Background: an optimization exercise with open tools, aiming at small area and a short achievable clock period. Do not read the settings as production practice. At most, simulation tests tie the RTL to the original design; equivalence was not proved. Power is estimated from default activity; no workload was simulated.

run C:
Design BMD_64_RWDMA_FSM, start of the top module:
module BMD_64_RWDMA_FSM (
    clk,
    rst_n,
    init_rst_i,
    wdma_rst_o,
    mwr_len_i,
    mwr_count_i,
    wdma_start_o,
    wdma_addr_o,
    wdma_done_i,
    wdma_irq_o,
    next_wdma_addr_i,
    next_wdma_up_addr_i,
    next_wdma_valid_i,
    wdma_start_i,
    wdma_stop_i,
    wdma_running_o,
    wdma_frame_len_i,
    timeframe_end_i,
    wdma_buf_ptr_o,
    wdma_status_o,
    cc_timeout_o
);
input           clk;
input           rst_n;
input           init_rst_i;
output          wdma_rst_o;
input  [9:0]    mwr_len_i;
input  [15:0]   mwr_count_i;
output          wdma_start_o;
output [39:0]   wdma_addr_o;
input           wdma_done_i;
output          wdma_irq_o;
input  [31:0]   next_wdma_addr_i;
input  [7:0]    next_wdma_up_addr_i;
input           next_wdma_valid_i;
input           wdma_start_i;
input           wdma_stop_i;
output          wdma_running_o;
input  [15:0]   wdma_frame_len_i;
input           timeframe_end_i;
output [15:0]   wdma_buf_ptr_o;
output [3:0]    wdma_status_o;
output          cc_timeout_o;
reg             wdma_irq_o;
reg             wdma_start_o;
reg             wdma_running_o;
reg    [3:0]    wdma_status_o;
reg             st_idle, st_load, st_wait, st_dma, st_check, st_stop;
reg             prev_check;          
reg             timeframe_end_prev;
reg [15:0]      wdma_buf_cnt;
reg             next_wdma_valid;
reg             wdma_stop;
reg [14:0]      to_lfsr;
reg             cc_timeout_q;
reg [1:0]       a_lo;
reg [11:0]      a_hi;
reg [26:0]      s_q;
reg [26:0]      c_q;
wire            cc_timeout_o = cc_timeout_q;
wire            wdma_rst_o = timeframe_end_i & st_wait;
wire [15:0]     wdma_buf_ptr_o = wdma_buf_cnt;
wire [26:0]     mid;
wire            c26;             
wire            p26;
    wire gn0, pn0, tn0;
    rw_nand2 u_g0 (.a(s_q[0]), .b(c_q[0]), .y(gn0));
    rw_xn2 u_p0 (.a(s_q[0]), .b(c_q[0]), .y(pn0));
    rw_nor2 u_t0 (.a(s_q[0]), .b(c_q[0]), .y(tn0));
    wire gn1, pn1, tn1;
    rw_nand2 u_g1 (.a(s_q[1]), .b(c_q[1]), .y(gn1));
    rw_xn2 u_p1 (.a(s_q[1]), .b(c_q[1]), .y(pn1));
    rw_nor2 u_t1 (.a(s_q[1]), .b(c_q[1]), .y(tn1));
    wire gn2, pn2, tn2;
  ...
Settings: LEC_CHECK=0, CAP_MARGIN=20, CORE_MARGIN=2, CORE_UTILIZATION=75, CTS_BUF_LIST=sky130_fd_sc_hd__clkbuf_4 sky130_fd_sc_hd__clkbuf_8, PLACE_DENSITY=0.8, SETUP_SLACK_MARGIN=4.3, SLEW_MARGIN=20, SYNTH_HIERARCHICAL=1, SYNTH_MINIMUM_KEEP_SIZE=0; clock period 8.5 ns.
standard.sh (not shown) runs the stock make flow with config.mk's settings and CLKGATE_MAP_FILE= SYNTH_SCRIPT=/design/flow/synth_recipe.tcl, a recipe that flattens the netlist after the stock synthesis.
==> flow/flow/run.sh <==
#!/bin/bash
# Standard layout (the standard.sh, unchanged synthesis), with two changes:
# - the port buffers are sky130_fd_sc_hd__buf_1 instead of the default
#   clkdlybuf4s50_1, which is larger and slower;
# - clock tree synthesis does not add dummy loads (it otherwise uses the same
#   arguments as ORFS: sink clustering, clock-net repair, CTS_BUF_LIST).
set -euo pipefail
export BUFFER_PORTS_ARGS="-buffer_cell sky130_fd_sc_hd__buf_1"
export CTS_ARGS="-sink_clustering_enable -repair_clock_nets -dont_use_dummy_load -buf_list {sky130_fd_sc_hd__clkbuf_4 sky130_fd_sc_hd__clkbuf_8}"
bash standard.sh finish > flow_make.log 2>&1
> inputs changed (run C -> run Y)
Settings: CORE_UTILIZATION changed from 75 to 70; SETUP_SLACK_MARGIN changed from 4.3 to 4.5.
Notes after the runs:
The final standard cell area without fillers in run Y sits about 0.8% above the value recorded for run C.
Run C -> run Y: combinational cell fraction of total power flat
Taking run C as the reference point, the layout overhead on the synthesized area of run Y rises by 0.96 points.
Largest incremental delay on the critical path of run Y is on par with run C.
Run Y ends up with a final-layout worst hold slack that is 3.4 ps higher than in run C.

nickel:
BMD_64_RWDMA_FSM, a different RTL version from the one above (not shown whole).
For scale: ~1100 cells after synthesis, ~9600 um2 of cells after synthesis.
clock: 8.5 ns
lec_check: 0
cap_margin: 20
core_margin: 2
core_utilization: 70
cts_buf_list: sky130_fd_sc_hd__clkbuf_4 sky130_fd_sc_hd__clkbuf_8
place_density: 0.8
setup_slack_margin: 4.2
slew_margin: 20
synth_hierarchical: 1
synth_minimum_keep_size: 0
==> flow/flow/run.sh <==
#!/bin/bash
# The standard layout (standard.sh), with the standard synthesis unchanged:
#  1. synthesis: `standard.sh synth`, as is;
#  2. the rest of the flow, with these layout choices:
#     - port buffers are sky130_fd_sc_hd__buf_1 (the default pick, clkdlybuf4s50_1,
#       is larger and slower);
#     - the delay cells (clkdlybuf4s*, dlygate4sd*, dlymetal6s*) are not used by
#       placement/timing repair, which otherwise picks them to drive fanout;
#     - clock tree synthesis adds no dummy loads (same arguments as ORFS otherwise).
set -euo pipefail
bash standard.sh synth > flow_synth.log 2>&1
export BUFFER_PORTS_ARGS="-buffer_cell sky130_fd_sc_hd__buf_1"
export CTS_ARGS="-sink_clustering_enable -repair_clock_nets -dont_use_dummy_load -buf_list {sky130_fd_sc_hd__clkbuf_4 sky130_fd_sc_hd__clkbuf_8}"
export DONT_USE_CELLS="sky130_fd_sc_hd__clkdlybuf4s15_1 sky130_fd_sc_hd__clkdlybuf4s15_2 sky130_fd_sc_hd__clkdlybuf4s18_1 sky130_fd_sc_hd__clkdlybuf4s18_2 sky130_fd_sc_hd__clkdlybuf4s25_1 sky130_fd_sc_hd__clkdlybuf4s25_2 sky130_fd_sc_hd__clkdlybuf4s50_1 sky130_fd_sc_hd__clkdlybuf4s50_2 sky130_fd_sc_hd__dlygate4sd1_1 sky130_fd_sc_hd__dlygate4sd2_1 sky130_fd_sc_hd__dlygate4sd3_1 sky130_fd_sc_hd__dlymetal6s2s_1 sky130_fd_sc_hd__dlymetal6s4s_1 sky130_fd_sc_hd__dlymetal6s6s_1"
bash standard.sh finish > flow_make.log 2>&1
Both conditions hold for nickel: the flow ran to the end and the final layout passed the timing, design-rule and antenna checks.
Modified inputs, delta compared to nickel
- SETUP_SLACK_MARGIN: 4.2 -> 4.0
==> flow/flow/run.sh <==
#!/bin/bash
# Standard layout (the standard.sh, unchanged synthesis), with two changes:
# - the port buffers are sky130_fd_sc_hd__buf_1 instead of the default
#   clkdlybuf4s50_1, which is larger and slower;
# - clock tree synthesis does not add dummy loads (it otherwise uses the same
#   arguments as ORFS: sink clustering, clock-net repair, CTS_BUF_LIST).
set -euo pipefail
export BUFFER_PORTS_ARGS="-buffer_cell sky130_fd_sc_hd__buf_1"
export CTS_ARGS="-sink_clustering_enable -repair_clock_nets -dont_use_dummy_load -buf_list {sky130_fd_sc_hd__clkbuf_4 sky130_fd_sc_hd__clkbuf_8}"
bash standard.sh finish > flow_make.log 2>&1
Summary of delta over nickel: final worst setup slack now smaller, shortest period the worst path allows +150 ps. Taking nickel as the reference, in delta fraction of layout cells with a size suffix above 1 decreased 2.8 points; worst hold slack shows an increase of 9.6 ps.
The inputs of sierra differ from those of delta as listed below.
- SETUP_SLACK_MARGIN: 4.0 -> 4.1
==> summary.txt <==
The clock period minus worst slack of sierra falls short of that of delta by 92 ps.
Global-route usage: sierra vs delta down 0.48 points
Delta (sierra minus delta): sequential fraction of design power fell by 0.4 points, worst-case clock skew moved down, share of post-route cells with drive strength above 1 increased by 1.5 points relative to the old numbers.
Summary of the comparison: relative contribution of the clock network to total power is lower in sierra, relative to delta.
Relative to sierra, the following input files were edited for onyx:
- SETUP_SLACK_MARGIN changed from 4.1 to 4.3
Looking at first-iteration DRC count across both flows, onyx is the weaker of the two, with sierra ahead. Compared with sierra, onyx shows number of gates resized after CTS that has gone up by more than 100%. sierra has a lower per-cell via count in the routed design than onyx. Overall power (lower): sierra. Higher post-layout worst setup margin among sierra and onyx: onyx. Higher clock transition at the registers of the reported paths among sierra and onyx: onyx. Transition at the pin with the smallest max-transition slack: onyx < sierra.

Another version of the RTL of BMD_64_RWDMA_FSM (not shown whole).
Size: ~1100 cells after synthesis, ~120 flip-flops, roughly 160 I/O pins, about 9800 sq um of cells after synthesis.
Settings: LEC_CHECK=0, CAP_MARGIN=20, CORE_MARGIN=2, CORE_UTILIZATION=60, PLACE_DENSITY=0.75, SETUP_SLACK_MARGIN=4.5, SLEW_MARGIN=20, SYNTH_HIERARCHICAL=1, SYNTH_MINIMUM_KEEP_SIZE=0; clock period 8.5 ns.
==> flow/flow/run.sh <==
#!/bin/bash
# Standard layout, but with sky130_fd_sc_hd__buf_1 as the port buffer cell
# (instead of the default clkdlybuf4s50_1, which is larger and slower).
set -euo pipefail
export BUFFER_PORTS_ARGS="-buffer_cell sky130_fd_sc_hd__buf_1"
bash standard.sh finish > flow_make.log 2>&1
Change:
SETUP_SLACK_MARGIN = 4.3   (was 4.5)
Die area stays the same.
Final area shrinks by 5.1%.
Setup slack is better by 59 ps.
Core utilization shrinks by 4.0 points.
Total power shrinks by 1.7%.
Routed wire length shrinks by 6.4%.
Global-route usage shrinks by 0.58 points.
Sequential power barely changes.
Count of clock-buffer cells in the layout shrinks by 2.
Non-clock buffer count shrinks by 21.
Via count shrinks by 3.6%.
Function was not checked in any run of this note: the RTL went through the layout flow alone.

## build 4
Another version of the RTL of BMD_64_RWDMA_FSM (not shown whole).
Size in the first run: roughly 1200 cells after synthesis, about 160 I/O pins, about 10000 µm² of cells after synthesis.
Design BMD_64_RWDMA_FSM, start of the top module:
module BMD_64_RWDMA_FSM (
    clk,
    rst_n,
    init_rst_i,
    wdma_rst_o,
    mwr_len_i,
    mwr_count_i,
    wdma_start_o,
    wdma_addr_o,
    wdma_done_i,
    wdma_irq_o,
    next_wdma_addr_i,
    next_wdma_up_addr_i,
    next_wdma_valid_i,
    wdma_start_i,
    wdma_stop_i,
    wdma_running_o,
    wdma_frame_len_i,
    timeframe_end_i,
    wdma_buf_ptr_o,
    wdma_status_o,
    cc_timeout_o
);
input           clk;
input           rst_n;
input           init_rst_i;
output          wdma_rst_o;
input  [9:0]    mwr_len_i;
input  [15:0]   mwr_count_i;
output          wdma_start_o;
output [39:0]   wdma_addr_o;
input           wdma_done_i;
output          wdma_irq_o;
input  [31:0]   next_wdma_addr_i;
input  [7:0]    next_wdma_up_addr_i;
input           next_wdma_valid_i;
input           wdma_start_i;
input           wdma_stop_i;
output          wdma_running_o;
input  [15:0]   wdma_frame_len_i;
input           timeframe_end_i;
output [15:0]   wdma_buf_ptr_o;
output [3:0]    wdma_status_o;
output          cc_timeout_o;
reg             wdma_irq_o;
reg             wdma_start_o;
reg             wdma_running_o;
reg    [3:0]    wdma_status_o;
reg             st_idle, st_load, st_wait, st_dma, st_check, st_stop;
reg             prev_check;          
reg             timeframe_end_prev;
  ...
Settings: LEC_CHECK=0, CAP_MARGIN=20, CORE_MARGIN=2, CORE_UTILIZATION=40, PLACE_DENSITY=0.6, SETUP_SLACK_MARGIN=4.0, SLEW_MARGIN=20; clock period 8.5 ns.
Scripts as last shown in full above: flow/flow/run.sh
#### Input delta (build 75 over build 4)
- SETUP_SLACK_MARGIN no longer set, was 4.0
==> comparison <==
Fmax | build 75 vs build 4 | build 75 slower
Comparing build 75 against build 4, there is no change at all in number of cells produced by synthesis.
Build 75 ended up with a higher power share of the clock group than build 4 did.
Compared with build 4, build 75 shows count of placed standard cells in the final layout, fillers left out that has gone down slightly.
Overall power after layout delta for build 75 relative to build 4: 1.9% higher
STATUS minimum setup slack in the final design: build 75 loses against build 4
Compared to build 4, build 75 has combinational share of power 2.3 points lower.
Going from build 4 to build 75, area of combinational cells with multiple inputs now sits lower; total length of routed met3 wires now sits lower.
[build 75] area growth from synthesis to layout fell 7.8 points relative to build 4
Comparing build 75 with build 4, the routed via count divided by cell count came out essentially unchanged.
[inputs] build 97 vs build 75
==> flow/run.sh (new file) <==
#!/bin/bash
# synth_recipe.tcl (not shown) runs the flow's synth.tcl, then flattens the netlist and writes it again
# the make line also repeats each setting of config.mk as NAME=value (left out here)
make -C /OpenROAD-flow-scripts/flow DESIGN_CONFIG=/design/flow/config.mk WORK_HOME=/design/flow/orfs CLKGATE_MAP_FILE= SYNTH_SCRIPT=/design/flow/synth_recipe.tcl finish
removed: flow/flow/run.sh
removed: flow/standard.sh
Findings:
- Source-to-sink clock delay at the later pin of the worst-skew pair across build 75 and build 97: no real change.
- Against build 75, build 97 comes in 116 lower on via count.
- Build 97 — layout buffer count excluding clock buffers 1.9% lower, build 75 as reference
No run of this note included a check of the RTL's function; only the layout flow was run.

static timing again, ports no longer ideal:
Ports are ideal in the flow. The routed layouts listed here were re-timed in OpenROAD. Step 1 sets driving cells, clkbuf_16 on the clock port and buf_2 on the other inputs (assumed; they add their load-dependent delay and slew). Step 2 times the ports against the registers' clock, not the clock port: input delays grow and output delays shrink by t, the midpoint of the rising clock arrivals with the driver on. Slacks: no drivers / after step 1 / after step 2; pairs: no drivers / after step 1.
run | t, ns | setup WS [ns] | latest minus earliest clock arrival (ns)
run C | 0.472 | 4.309 / 4.271 / 3.933 | 0.026 / 0.026
run Y | 0.454 | 4.407 / 4.373 / 4.071 | 0.026 / 0.026
nickel | 0.468 | 4.244 / 4.243 / 3.775 | 0.034 / 0.034
delta | 0.469 | 4.096 / 4.105 / 3.637 | 0.032 / 0.033
sierra | 0.472 | 4.188 / 4.159 / 3.707 | 0.029 / 0.030
onyx | 0.464 | 4.319 / 4.281 / 3.837 | 0.031 / 0.031
the first run of note 3 | 0.458 | 4.187 / 4.148 / 3.805 | 0.010 / 0.010
the second run of note 3 | 0.459 | 4.246 / 4.205 / 3.870 | 0.009 / 0.009
build 4 | 0.454 | 3.834 / 3.794 / 3.685 | 0.007 / 0.008
build 75 | 0.456 | 3.429 / 3.388 / 3.271 | 0.011 / 0.011
build 97 | 0.454 | 3.042 / 2.997 / 2.901 | 0.011 / 0.011
After both steps every run listed still meets setup and hold. For onyx, which loses most, drivers alone change the setup slack by -0.038 ns; drivers and shift together by -0.482 ns.
